Source: an optimization exercise on an open RTL-to-GDS flow (aim: a short achievable clock period and few clock cycles per item). Production flows keep margins and buffers that such runs may drop. The RTL was checked by simulation tests, not by an equivalence proof against the original design. Power is estimated from default activity; no workload was simulated.

[flow/standard.sh]
#!/bin/bash
# synth_recipe.tcl (not shown) runs the flow's synth.tcl, then flattens the netlist and writes it again
# the make line also repeats each setting of config.mk as NAME=value (left out here)
make -C /OpenROAD-flow-scripts/flow DESIGN_CONFIG=/design/flow/config.mk WORK_HOME=/design/flow/orfs CLKGATE_MAP_FILE= SYNTH_SCRIPT=/design/flow/synth_recipe.tcl "${@:-finish}"
[flow/config.mk]
export PLATFORM = sky130hd
export DESIGN_NAME = processor
export DESIGN_NICKNAME = processor
export VERILOG_FILES = /design/flow/design.v
export SDC_FILE = /design/flow/constraint.sdc
export NUM_CORES = 8
export LEC_CHECK = 0
export CAP_MARGIN = 20
export CORE_MARGIN = 2
export CORE_UTILIZATION = 40
export SLEW_MARGIN = 20
export SYNTH_HIERARCHICAL = 1
[flow/flow/run.sh]
#!/bin/bash
set -euo pipefail
bash standard.sh SETUP_SLACK_MARGIN=6.6 TNS_END_PERCENT=100 finish > standard.log 2>&1
[flow/design.v]
`timescale 1ns / 1ps
`timescale 1ns / 1ps
`timescale 1ns / 1ps
`timescale 1ns / 1ps
module RegFile(
    input         clk, clear, wen,
    input  [4:0]  waddr,
    input  [31:0] wdata,
    input  [4:0]  raddr1, raddr2,
    output [31:0] rdata1, rdata2
);
    reg [31:0] regs [0:31];
    reg [31:0] valid;
    always @(posedge clk) begin
        if (clear)
            valid <= 32'd0;
        else if (wen)
            valid[waddr] <= 1'b1;
    end
    always @(posedge clk)
        if (wen)
            regs[waddr] <= wdata;
    wire [31:0] readable = clear ? 32'd0 : valid;
    assign rdata1 = readable[raddr1] ? regs[raddr1] : 32'd0;
    assign rdata2 = readable[raddr2] ? regs[raddr2] : 32'd0;
endmodule
`timescale 1ns / 1ps
module alu_32(
    input  [31:0] A, B,
    input         op_add, op_sub, op_slt, op_nor, op_or, op_and,
    output [31:0] Y,
    output [31:0] Y_nslt,
    output        lt
);
    wire        inv = op_sub | op_slt;
    wire [31:0] sum = A + (inv ? ~B : B) + {31'd0, inv};
    assign lt = (A[31] ^ B[31]) ? A[31] : sum[31];
    wire [31:0] orv = A | B;
    assign Y_nslt = ({32{op_add | op_sub}} & sum)
                  | ({32{op_nor}} & ~orv)
                  | ({32{op_or}}  & orv)
                  | ({32{op_and}} & (A & B));
    assign Y = Y_nslt | {31'd0, op_slt & lt};
endmodule
module addr_gen(
    input  [8:0] xn, y, yn,
    input  [6:0] af,
    input        s_f, s_and, ns_add,
    output [6:0] addr
);
    wire [8:0] g, p;             
    genvar i;
    generate
        for (i = 0; i < 9; i = i + 1) begin : pg
            c_nor2  G (.a(xn[i]), .b(yn[i]), .y(g[i]));
            c_xnor2 P (.a(xn[i]), .b(y[i]),  .y(p[i]));
        end
    endgenerate
    wire [8:1] nG1, nP1;
    generate
        for (i = 1; i < 9; i = i + 1) begin : l1
            c_a21oi G (.a1(p[i]), .a2(g[i-1]), .b1(g[i]), .y(nG1[i]));
            c_nand2 P (.a(p[i]), .b(p[i-1]), .y(nP1[i]));
        end
    endgenerate
    wire nG1_0, nP1_0;
    c_or2   G10 (.a(xn[0]), .b(yn[0]), .y(nG1_0));    
    c_xor2  P10 (.a(xn[0]), .b(y[0]),  .y(nP1_0));    
    wire [8:2] G2, P2;
    c_o21ai G22 (.a1(nP1[2]), .a2(nG1_0), .b1(nG1[2]), .y(G2[2]));
    c_nor2  P22 (.a(nP1[2]), .b(nP1_0), .y(P2[2]));
    generate
        for (i = 3; i < 9; i = i + 1) begin : l2
            c_o21ai G (.a1(nP1[i]), .a2(nG1[i-2]), .b1(nG1[i]), .y(G2[i]));
            c_nor2  P (.a(nP1[i]), .b(nP1[i-2]), .y(P2[i]));
        end
    endgenerate
    wire G1_1;
    c_inv I11 (.a(nG1[1]), .y(G1_1));
    wire [7:4] nG3;
    c_a21oi G34 (.a1(P2[4]), .a2(g[0]), .b1(G2[4]), .y(nG3[4]));
    c_a21oi G35 (.a1(P2[5]), .a2(G1_1), .b1(G2[5]), .y(nG3[5]));
    c_a21oi G36 (.a1(P2[6]), .a2(G2[2]), .b1(G2[6]), .y(nG3[6]));
    c_a21oi G37 (.a1(P2[7]), .a2(G2[3]), .b1(G2[7]), .y(nG3[7]));
    wire [8:2] nsum;
    c_xor2  S2 (.a(p[2]), .b(nG1[1]), .y(nsum[2]));
    c_xnor2 S3 (.a(p[3]), .b(G2[2]),  .y(nsum[3]));
    c_xnor2 S4 (.a(p[4]), .b(G2[3]),  .y(nsum[4]));
    generate
        for (i = 5; i < 9; i = i + 1) begin : sm
            c_xor2 S (.a(p[i]), .b(nG3[i-1]), .y(nsum[i]));
        end
    endgenerate
    wire [6:0] npre;
    generate
        for (i = 0; i < 7; i = i + 1) begin : sel
            c_a22oi A (.a1(s_f), .a2(af[i]), .b1(s_and), .b2(g[i+2]), .y(npre[i]));
            c_o21ai O (.a1(ns_add), .a2(nsum[i+2]), .b1(npre[i]), .y(addr[i]));
        end
    endgenerate
endmodule
module c_inv  (input a, output y);            assign y = ~a;                  endmodule
module c_nand2(input a, b, output y);         assign y = ~(a & b);            endmodule
module c_nor2 (input a, b, output y);         assign y = ~(a | b);            endmodule
module c_or2  (input a, b, output y);         assign y = a | b;               endmodule
module c_xor2 (input a, b, output y);         assign y = a ^ b;               endmodule
module c_xnor2(input a, b, output y);         assign y = ~(a ^ b);            endmodule
module c_a21oi(input a1, a2, b1, output y);   assign y = ~((a1 & a2) | b1);   endmodule
module c_o21ai(input a1, a2, b1, output y);   assign y = ~((a1 | a2) & b1);   endmodule
module c_a22oi(input a1, a2, b1, b2, output y); assign y = ~((a1 & a2) | (b1 & b2)); endmodule
`timescale 1ns / 1ps
module Controller(
    input  [31:0] w,
    output        alu_src, mem2reg, reg_write, mem_write,
    output [31:0] imm,
    output        op_add, op_sub, op_slt, op_nor, op_or, op_and
);
    wire [6:0] opc = w[6:0];
    wire [2:0] f3  = w[14:12];
    wire [6:0] f7  = w[31:25];
    wire is_r  = (opc == 7'b0110011);
    wire is_i  = (opc == 7'b0010011);
    wire is_ld = (opc == 7'b0000011);
    wire is_st = (opc == 7'b0100011);
    wire is_mem = is_ld | is_st;
    assign alu_src   = is_i | is_mem;
    assign mem2reg   = is_ld;
    assign reg_write = is_r | is_i | is_ld;
    assign mem_write = is_st;
    assign imm = is_st ? {{20{w[31]}}, w[31:25], w[11:7]}
               : (is_i | is_ld) ? {{20{w[31]}}, w[31:20]}
               : 32'd0;
    wire f0 = (f3 == 3'd0);
    wire mem_add = (f3 == 3'd2);
    assign op_add = is_mem ? mem_add
                  : f0 & (~is_r | (f7 == 7'h00));
    assign op_sub = ~is_mem & is_r & f0 & (f7 == 7'h20);
    assign op_slt = ~is_mem & (f3 == 3'd2);
    assign op_nor = ~is_mem & (f3 == 3'd4);
    assign op_or  = ~is_mem & (f3 == 3'd6);
    assign op_and = ~(op_add | op_sub | op_slt | op_nor | op_or);
endmodule
`timescale 1ns / 1ps
`timescale 1ns / 1ps
`timescale 1ns / 1ps
module processor
(
    input clk, reset,
    output [5:0]  imem_addr,
    input  [31:0] imem_data,
    output [6:0]  dmem_addr,
    output [31:0] dmem_wdata,
    output        dmem_we,
    input  [31:0] dmem_rdata,
    output        result_valid,
    output [31:0] Result
);
    reg rst_q;
    always @(posedge clk)
        rst_q <= reset;
    reg  [5:0]  pc;
    wire [5:0]  pc_now = rst_q ? 6'd0 : pc;
    always @(posedge clk)
        pc <= pc_now + 6'd1;
    assign imem_addr = pc_now;
    wire [31:0] w   = imem_data;
    wire [4:0]  rs1 = w[19:15];
    wire [4:0]  rs2 = w[24:20];
    wire        d_alu_src, d_mem2reg, d_reg_write, d_mem_write;
    wire [31:0] d_imm;
    wire        d_sub, d_slt, d_nor, d_or, d_and, d_add;
    wire        d_mem_add = (w[14:12] == 3'd2);    
    Controller ctrl(
        .w(w), .alu_src(d_alu_src), .mem2reg(d_mem2reg), .reg_write(d_reg_write),
        .mem_write(d_mem_write), .imm(d_imm),
        .op_add(d_add), .op_sub(d_sub), .op_slt(d_slt), .op_nor(d_nor),
        .op_or(d_or), .op_and(d_and) );
    wire [31:0] res, res_nslt;
    wire        res_lt;
    reg  [4:0]  e_rd;
    reg         e_reg_write;
    wire [31:0] e_wdata;
    wire        e_writes = e_reg_write & ~rst_q;
    reg  [31:0] wb_q;
    wire [31:0] r1, r2;
    RegFile RF(
        .clk(clk), .clear(rst_q), .wen(e_writes), .waddr(e_rd), .wdata(e_wdata),
        .raddr1(rs1), .raddr2(rs2), .rdata1(r1), .rdata2(r2) );
    wire fa  = e_writes & (e_rd == rs1);
    wire fsd = e_writes & (e_rd == rs2);
    wire [8:0] a9_rd  = d_mem_add ? (dmem_rdata[8:0] + d_imm[8:0]) : (dmem_rdata[8:0] & d_imm[8:0]);
    wire [8:0] a9_alu = d_mem_add ? (res_nslt[8:0] + d_imm[8:0]) : (res_nslt[8:0] & d_imm[8:0]);
    wire [8:0] a9_lt0 = d_mem_add ? d_imm[8:0] : 9'd0;
    wire [8:0] a9_lt1 = d_mem_add ? (d_imm[8:0] + 9'd1) : {8'd0, d_imm[0]};
    reg        e_mem2reg;
    reg        e_add, e_sub, e_slt, e_nor, e_or, e_and;
    reg [31:0] a_q, b_q;
    reg        fa_q, fb_q;
    reg [8:0]  xn_q, y_q, yn_q;      
    reg        as_f_q, as_and_q, nas_add_q;
    reg [6:0]  addr_f_q;
    reg [31:0] dmem_wdata_q;
    reg        dmem_we_q;
    reg [31:0] res_q;
    reg        rvn_q;    
    wire [8:0] a9_f = e_mem2reg ? a9_rd
                    : e_slt     ? (res_lt ? a9_lt1 : a9_lt0)
                    : a9_alu;
    always @(posedge clk) begin
        dmem_we_q   <= d_mem_write & ~reset;
        e_rd        <= w[11:7];
        e_reg_write <= d_reg_write;
        e_mem2reg   <= d_mem2reg;
        e_add <= d_add; e_sub <= d_sub; e_slt <= d_slt;
        e_nor <= d_nor; e_or  <= d_or;  e_and <= d_and;
        a_q   <= r1;
        b_q   <= d_alu_src ? d_imm : r2;
        fa_q  <= fa;
        fb_q  <= fsd & ~d_alu_src;
        xn_q  <= ~r1[8:0];
        y_q   <= d_imm[8:0];
        yn_q  <= ~d_imm[8:0];
        as_f_q    <= fa;
        as_and_q  <= ~fa & ~d_mem_add;
        nas_add_q <= ~(~fa & d_mem_add);
        addr_f_q  <= a9_f[8:2];
        dmem_wdata_q <= fsd ? e_wdata : r2;
    end
    wire [31:0] A = fa_q ? wb_q : a_q;
    wire [31:0] B = fb_q ? wb_q : b_q;
    alu_32 ALU(
        .A(A), .B(B), .op_add(e_add), .op_sub(e_sub), .op_slt(e_slt),
        .op_nor(e_nor), .op_or(e_or), .op_and(e_and),
        .Y(res), .Y_nslt(res_nslt), .lt(res_lt) );
    addr_gen AG(
        .xn(xn_q), .y(y_q), .yn(yn_q), .af(addr_f_q),
        .s_f(as_f_q), .s_and(as_and_q), .ns_add(nas_add_q),
        .addr(dmem_addr) );
    assign dmem_wdata = dmem_wdata_q;
    assign dmem_we    = dmem_we_q;
    assign e_wdata = e_mem2reg ? dmem_rdata : res;
    always @(posedge clk) begin
        wb_q  <= e_wdata;
        res_q <= res;
        rvn_q <= ~(~rst_q & ~reset);
    end
    assign Result       = res_q;
    assign result_valid = ~(rvn_q | reset);
endmodule  
[flow/constraint.sdc]
create_clock -name core_clock -period 11.0 [get_ports {clk}]
set_input_delay 2.2000 -clock core_clock [delete_from_list [all_inputs] [get_ports {clk}]]
set_output_delay 2.2000 -clock core_clock [all_outputs]
set_load 0.01 [all_outputs]
==> run_results.csv, run 1 <==
group,metric,value,unit
synth,avgSynthCellArea,16.0,um2
clocking,clockRootBuffer,"clkbuf_16",
drt,postRouteAntennaNets,0,
floorplan,row_count,143,
sta,finalSetupTns,0,ns
floorplan,die_area,155000,um2
power,internal_power,8.60,mW
global_routing,grt_pass1_wl,283000,um
outcome,status,"finished clean",
global_routing,antenna_found_initial,5,
clocking,cts.sinks,1275,
drt,wirelength,202000,um
sta,period_needed,4.67,ns
power,peakVddDrop,0.157,mV
setup_path,critPathTopFamily,"buffers and inverters",
setup_path,critPathMaxStageDelay,0.10,ns
synth,yosysWarnings,8,
setup_path,path_cells,"buf_8 -> nor2_4 -> buf_6",
power,swShare,24.4,%
floorplan,start_util,40.2,%
layout,drive_gt1_share,30.3,%
sta,slew_headroom,20.6,%
power,power_frac_seq,47.7,%
placement,io_buffers,144,
floorplan,die_width,394,um
placement,dp.final_hpwl,114000,um
setup_path,crit_buf_inv,2,
sta,setup_viol,0,
setup_path,worstSetupPathType,"in -> out",
floorplan,die_h,394,um
global_routing,grtUsageMet3,5.13,%
power,clkPwrFrac,41.1,%
global_routing,use_met2,41.0,%
global_routing,busiest_layer,"met2",
setup_path,start_kind,"input pin",
clocking,clk_pin_slew,0.06,ns
global_routing,grt_max_degree,103,
clocking,clock_latency,0.78,ns
sta,fin_skew,0.0274,ns
sta,tightest_slew,1.19,ns
drt,drc,0,
sta,fin_crit_sh,42.5,%
floorplan,ios,145,
sta,slew_violations,0,
drt,via_per_inst,6.34,
sta,worst_slack,6.33,ns
sta,rsz0062_at_grt,"true",
global_routing,grt_usage,25.4,%
sta,finalHoldViolations,0,
layout,nets,4073,
sta,fmax,214,MHz
synth,synth_fp_nets,3920,
setup_path,slowest_stage,"buf_8",
setup_path,critical_path_required,8.80,ns
setup_path,crit_path_end_kind,"output pin",
floorplan,core-area,151000,um2
synth,synth_area,60800,um2
setup_path,cp_max_fo,2,
drt,drt_pass1_iterations,9,
clocking,cts_buffers,134,
global_routing,gr-total-overflow,0,
setup_path,critical_path_arrival,2.47,ns
power,p_switching,2.77,mW
drt,post_drt_wl_per_cell,33.1,um
clocking,clk_path_buf_depth,3,
power,leakage,23.4,nW
synth,synth_cells,3791,
layout,synthToLayoutAreaGrowth,16.0,%
drt,drtIter0Drc,4536,
placement,place_ws,4.94,ns
run,cap_violations,0,
global_routing,first_global_vias,37800,
power,p_per_area,161,nW/um2
global_routing,use_met1,34.0,%
clocking,htree_levels,4,
power,comb_power_share,11.2,%
clocking,cts_tree,"done",
layout,utilization,46.6,%
hold_path,hold_path.class,"reg -> reg",
placement,gp_congestion,0.874,
drt,vias,38600,
## path summary, 6_finish.rpt
| check | start | end | slack (ns) | cells after the start |
|---|---|---|---|---|
| max reg2reg | fb_q$_DFF_P_ | dmem_wdata_q[22]$_DFF_P_ | 6.66 | 14 |
| min | pc[0]$_DFF_P_ | pc[0]$_DFF_P_ | 0.42 | 1 |
| max | reset | result_valid | 6.33 | 3 |
| min reg2reg | pc[0]$_DFF_P_ | pc[0]$_DFF_P_ | 0.42 | 1 |
## worst register-to-register path, stage by stage, from the launching register on
cell and delay, ns:
dfxtp_4 0.40, buf_12 0.16, mux2_2 0.39, xnor2_1 0.23
ha_1 0.29, a21oi_1 0.26, o21ai_4 0.13, a32o_2 0.33
and3_1 0.20, o21ai_1 0.49, nand2_1 0.23, xnor2_1 0.22
o21ai_2 0.17, mux2_4 0.44, mux2_2 0.31
## layer usage
layer  vias to the layer above  share of wire [%]
met5                         -                  0
met4                         0                3.8
met3                       388                9.6
met2                      2069                 47
met1                     20300                 39
li1                      15900                  -
## final cells by class
type                       count  area [um2]
multi-input combinational   2181       24400
clock inverter                75         776
inverter                      51         194
sequential                  1275       35800
antenna                        4        10.0
timing repair buffer         301        3070
fill                       12900       80800
clock buffer                 172        3730
tap                         2030        2540
## placed cells by master, fill, tap and decap left out, types with 30 or more instances in the layout
master	instances
edfxtp_1	1024
mux4_2	454
dfxtp_1	235
mux2i_1	163
a22oi_1	158
mux2_2	143
clkbuf_16	143
nand2_1	141
clkdlybuf4s50_1	122
buf_4	117
a21oi_1	100
nand3_1	88
nor2_1	77
o221ai_1	63
xnor2_1	61
ha_1	51
inv_1	49
nor2_4	41
nor2b_1	40
and3_1	38
a221oi_1	35
o22ai_1	33
a21boi_0	32
o31ai_2	30
## power groups by stage
stage	Combinational, mW	Sequential (mW)	Clock [mW]
after global routing	1.34	5.42	4.91
after global placement	1.15	5.52	0
after floorplan	0.749	5.50	0
final	1.27	5.42	4.68
after detailed placement	1.16	5.52	0
after CTS	1.22	5.42	4.72
## metrics by stage
stage,hold WS [ns],area [um2],cells,power (mW)
6_report,0.420,70600,6089,11.4
2_1_floorplan,0.387,60900,3791,6.25
4_1_cts,0.420,69900,6058,11.4
5_1_grt,0.452,70500,6085,11.7
3_5_place_dp,0.404,64300,5759,6.68
3_3_place_gp,0.401,64300,5759,6.67
## flip-flops by register name, indices dropped and copies added, names as in the netlist, 5 cells and up
name / flops
pc: 6
wb_q: 32
yn_q: 9
y_q: 8
RF.regs: 1024
xn_q: 9
a_q: 32
dmem_wdata_q: 32
RF.valid: 32
b_q: 32
res_q: 32
addr_f_q: 7
e_rd: 5
## repair_timing
action	4_1_cts	5_1_grt
buffers inserted	43	21
gates resized for setup	159	92
hold buffers	0	0
pin swaps	44	47
hold endpoints to repair	0	0
setup endpoints to repair	827	392
gates cloned	9	6
Testbench counts, summed over its fixed seeds: cycles 51,360, results 51,200.
==> run 2, diff against run 1 <==
==> flow/flow/run.sh (replaced) <==
#!/bin/bash
set -euo pipefail
bash standard.sh SETUP_SLACK_MARGIN=6.6 TNS_END_PERCENT=100 \
  "BUFFER_PORTS_ARGS=-buffer_cell sky130_fd_sc_hd__buf_4" finish > standard.log 2>&1
==> run 2 against run 1 <==
Still clean. Count of clock-buffer cells in the layout is 5 higher. Clock skew increased by 0.0028 ns. Wire length barely moved. Setup slack worse by 0.0031 ns. Register-to-register slack worse by 0.04 ns. Clock power shrank 2%. Sequential power barely moved. Power down 1.2%. Synthesized cell count did not move. Critical endpoint unchanged.
==> run_results.csv, run 2 <==
group,metric,value,unit
outcome,status,"finished clean",
global_routing,grt_pass1_wl,284000,um
drt,via_per_inst,6.40,
setup_path,path_cells,"buf_8 -> nor2_4 -> buf_6",
drt,drtIter0Drc,4307,
power,clkPwrFrac,40.8,%
placement,gp_congestion,0.865,
sta,fin_crit_sh,42.5,%
power,power_frac_seq,48.2,%
drt,dr.max_layer_used,"met5",
layout,layout.cells.non_filler,6056,
setup_path,critical_path_required,8.80,ns
power,p_per_area,161,nW/um2
power,swShare,24.6,%
sta,fmax,214,MHz
floorplan,ios,145,
setup_path,worstSetupPathType,"in -> out",
clocking,cts_buffers,134,
floorplan,die_h,394,um
synth,yosysWarnings,8,
sta,fin_skew,0.0302,ns
clocking,clock_latency,0.79,ns
floorplan,die_area,155000,um2
drt,drt-met1-wl,78100,um
drt,drc,0,
placement,post-place-cells,5754,
layout,multiInputGateArea,24300,um2
clocking,clk_pin_slew,0.06,ns
drt,wirelength,202000,um
drt,postRouteAntennaNets,0,
floorplan,start_util,40.2,%
layout,layout_commonest_cell,"edfxtp_1",
setup_path,crit_path_end_kind,"output pin",
layout,regMostFlops,"RF.regs",
sta,period_needed,4.68,ns
setup_path,critical_path_arrival,2.48,ns
layout,final-seq-area,35800,um2
placement,io_buffers,144,
sta,finalSetupTns,0,ns
power,comb_power_share,10.9,%
global_routing,first_global_vias,38000,
synth,synth_area,60800,um2
clocking,cts_tree,"done",
sta,finalHoldViolations,0,
drt,dr_wl_met3,18600,um
sta,setup_viol,0,
setup_path,slowest_stage,"buf_8",
power,peakVddDrop,0.191,mV
layout,nFillCells,13000,
sta,slew_headroom,21.7,%
power,internal_power,8.47,mW
sta,rsz0062_at_grt,"true",
setup_path,critPathMaxStageDelay,0.10,ns
global_routing,grt_usage,25.6,%
floorplan,die_width,394,um
run,cap_violations,0,
setup_path,cp_max_fo,2,
hold_path,hold_path.class,"reg -> reg",
layout,synthToLayoutAreaGrowth,14.5,%
clocking,clk_path_buf_depth,3,
floorplan,core-area,151000,um2
clocking,clockRootBuffer,"clkbuf_16",
placement,dp.final_hpwl,113000,um
drt,post_drt_wl_per_cell,33.3,um
sta,slew_violations,0,
sta,tightest_slew,1.17,ns
layout,largest_reg_flops,1024,
layout,utilization,46.0,%
setup_path,start_kind,"input pin",
power,leakage,23.2,nW
layout,nets,4042,
synth,synth_cells,3791,
sta,whs,0.426,ns
drt,drt_pass1_iterations,6,
floorplan,row_count,143,
drt,wl_met2,97100,um
clocking,postCtsHoldBufs,0,
setup_path,critPathTopFamily,"buffers and inverters",
synth,synth_fp_nets,3920,
global_routing,gr-total-overflow,0,
global_routing,antenna_found_initial,7,
layout,drive_gt1_share,32.4,%
clocking,htree_levels,4,
synth,avgSynthCellArea,16.0,um2
power,p_switching,2.76,mW
setup_path,crit_buf_inv,2,
drt,vias,38800,
power,p_total,11.2,mW
clocking,cts.sinks,1275,
global_routing,grt_max_degree,101,
layout,final_cell_mix,"1024 x edfxtp_1, 454 x mux4_2, 241 x dfxtp_1, 237 x buf_4, 164 x mux2i_1",
run 2: repair_timing:
item,CTS,global route
setup endpoints to repair,986,512
hold endpoints to repair,0,0
gates cloned,8,2
resized for setup,91,72
buffers inserted,18,25
pin swaps,26,27
run 2: cell type report:
class                      count  share of cell area [%]
sequential                  1275                    51.4
tap                         2030                    3.65
timing repair buffer         273                    3.47
clock inverter                70                    1.00
antenna                        2                 0.00719
inverter                      51                   0.275
clock buffer                 177                    5.31
multi-input combinational   2178                    34.9
run 2: path summary, 6_finish.rpt:
check                         to          start  slack [ns]  cells past startpoint
min                pc[0]$_DFF_P_  pc[0]$_DFF_P_        0.43                      1
min reg2reg        pc[0]$_DFF_P_  pc[0]$_DFF_P_        0.43                      1
max                 result_valid          reset        6.32                      3
max reg2reg  addr_f_q[6]$_DFF_P_   fb_q$_DFF_P_        6.62                     14
run 2: through the flow:
stage,worst slack [ns],area [um2]
detailed placement,5.14,63900
CTS,6.30,69000
global placement,5.15,63900
floorplan,6.29,60900
global route,6.31,69600
finish,6.32,69600
run 2: power by group through the flow:
stage                     clock network (mW)  logic, mW  registers, mW
after floorplan                            0      0.749           5.50
final                                   4.58       1.23           5.42
after global placement                     0       1.14           5.52
after CTS                               4.63       1.19           5.42
after global routing                    4.81       1.30           5.42
after detailed placement                   0       1.15           5.52
run 2: per-layer routing:
layer,up-vias,track usage (%)
met5,-,0
met4,2,9.82
met3,450,4.48
met2,2127,42.0
met1,20400,33.9
li1,15800,-

re-timing with driven ports:
The flow's constraints put no driver on any port. The routed layouts listed below were extracted and timed again, unchanged, in two steps. Step 1, drivers: a clkbuf_16 drives clk and a buf_2 each remaining input, both assumed. Step 2 moves the port delays by t, midway between the first and last clock arrival at a register: inputs arrive t later, outputs are due t later. That takes back most of the time a late clock gives input paths. Slacks: ideal / step 1 / step 2; pairs: ideal / step 1.
run | t, ns | setup WS [ns] | worst setup path at the end | clock arrival spread, ns | worst slew at a driven data input, ns
run 1 | 0.851 | 6.327 / 6.289 / 5.777 | input to register | 0.028 / 0.027 | 0.19
run 2 | 0.860 | 6.324 / 6.280 / 5.759 | input to register | 0.031 / 0.030 | 0.09
After both steps setup and hold are still met in every run listed. The setup slack of run 2, which loses most, moves by -0.044 ns with the drivers and by -0.565 ns with both steps.
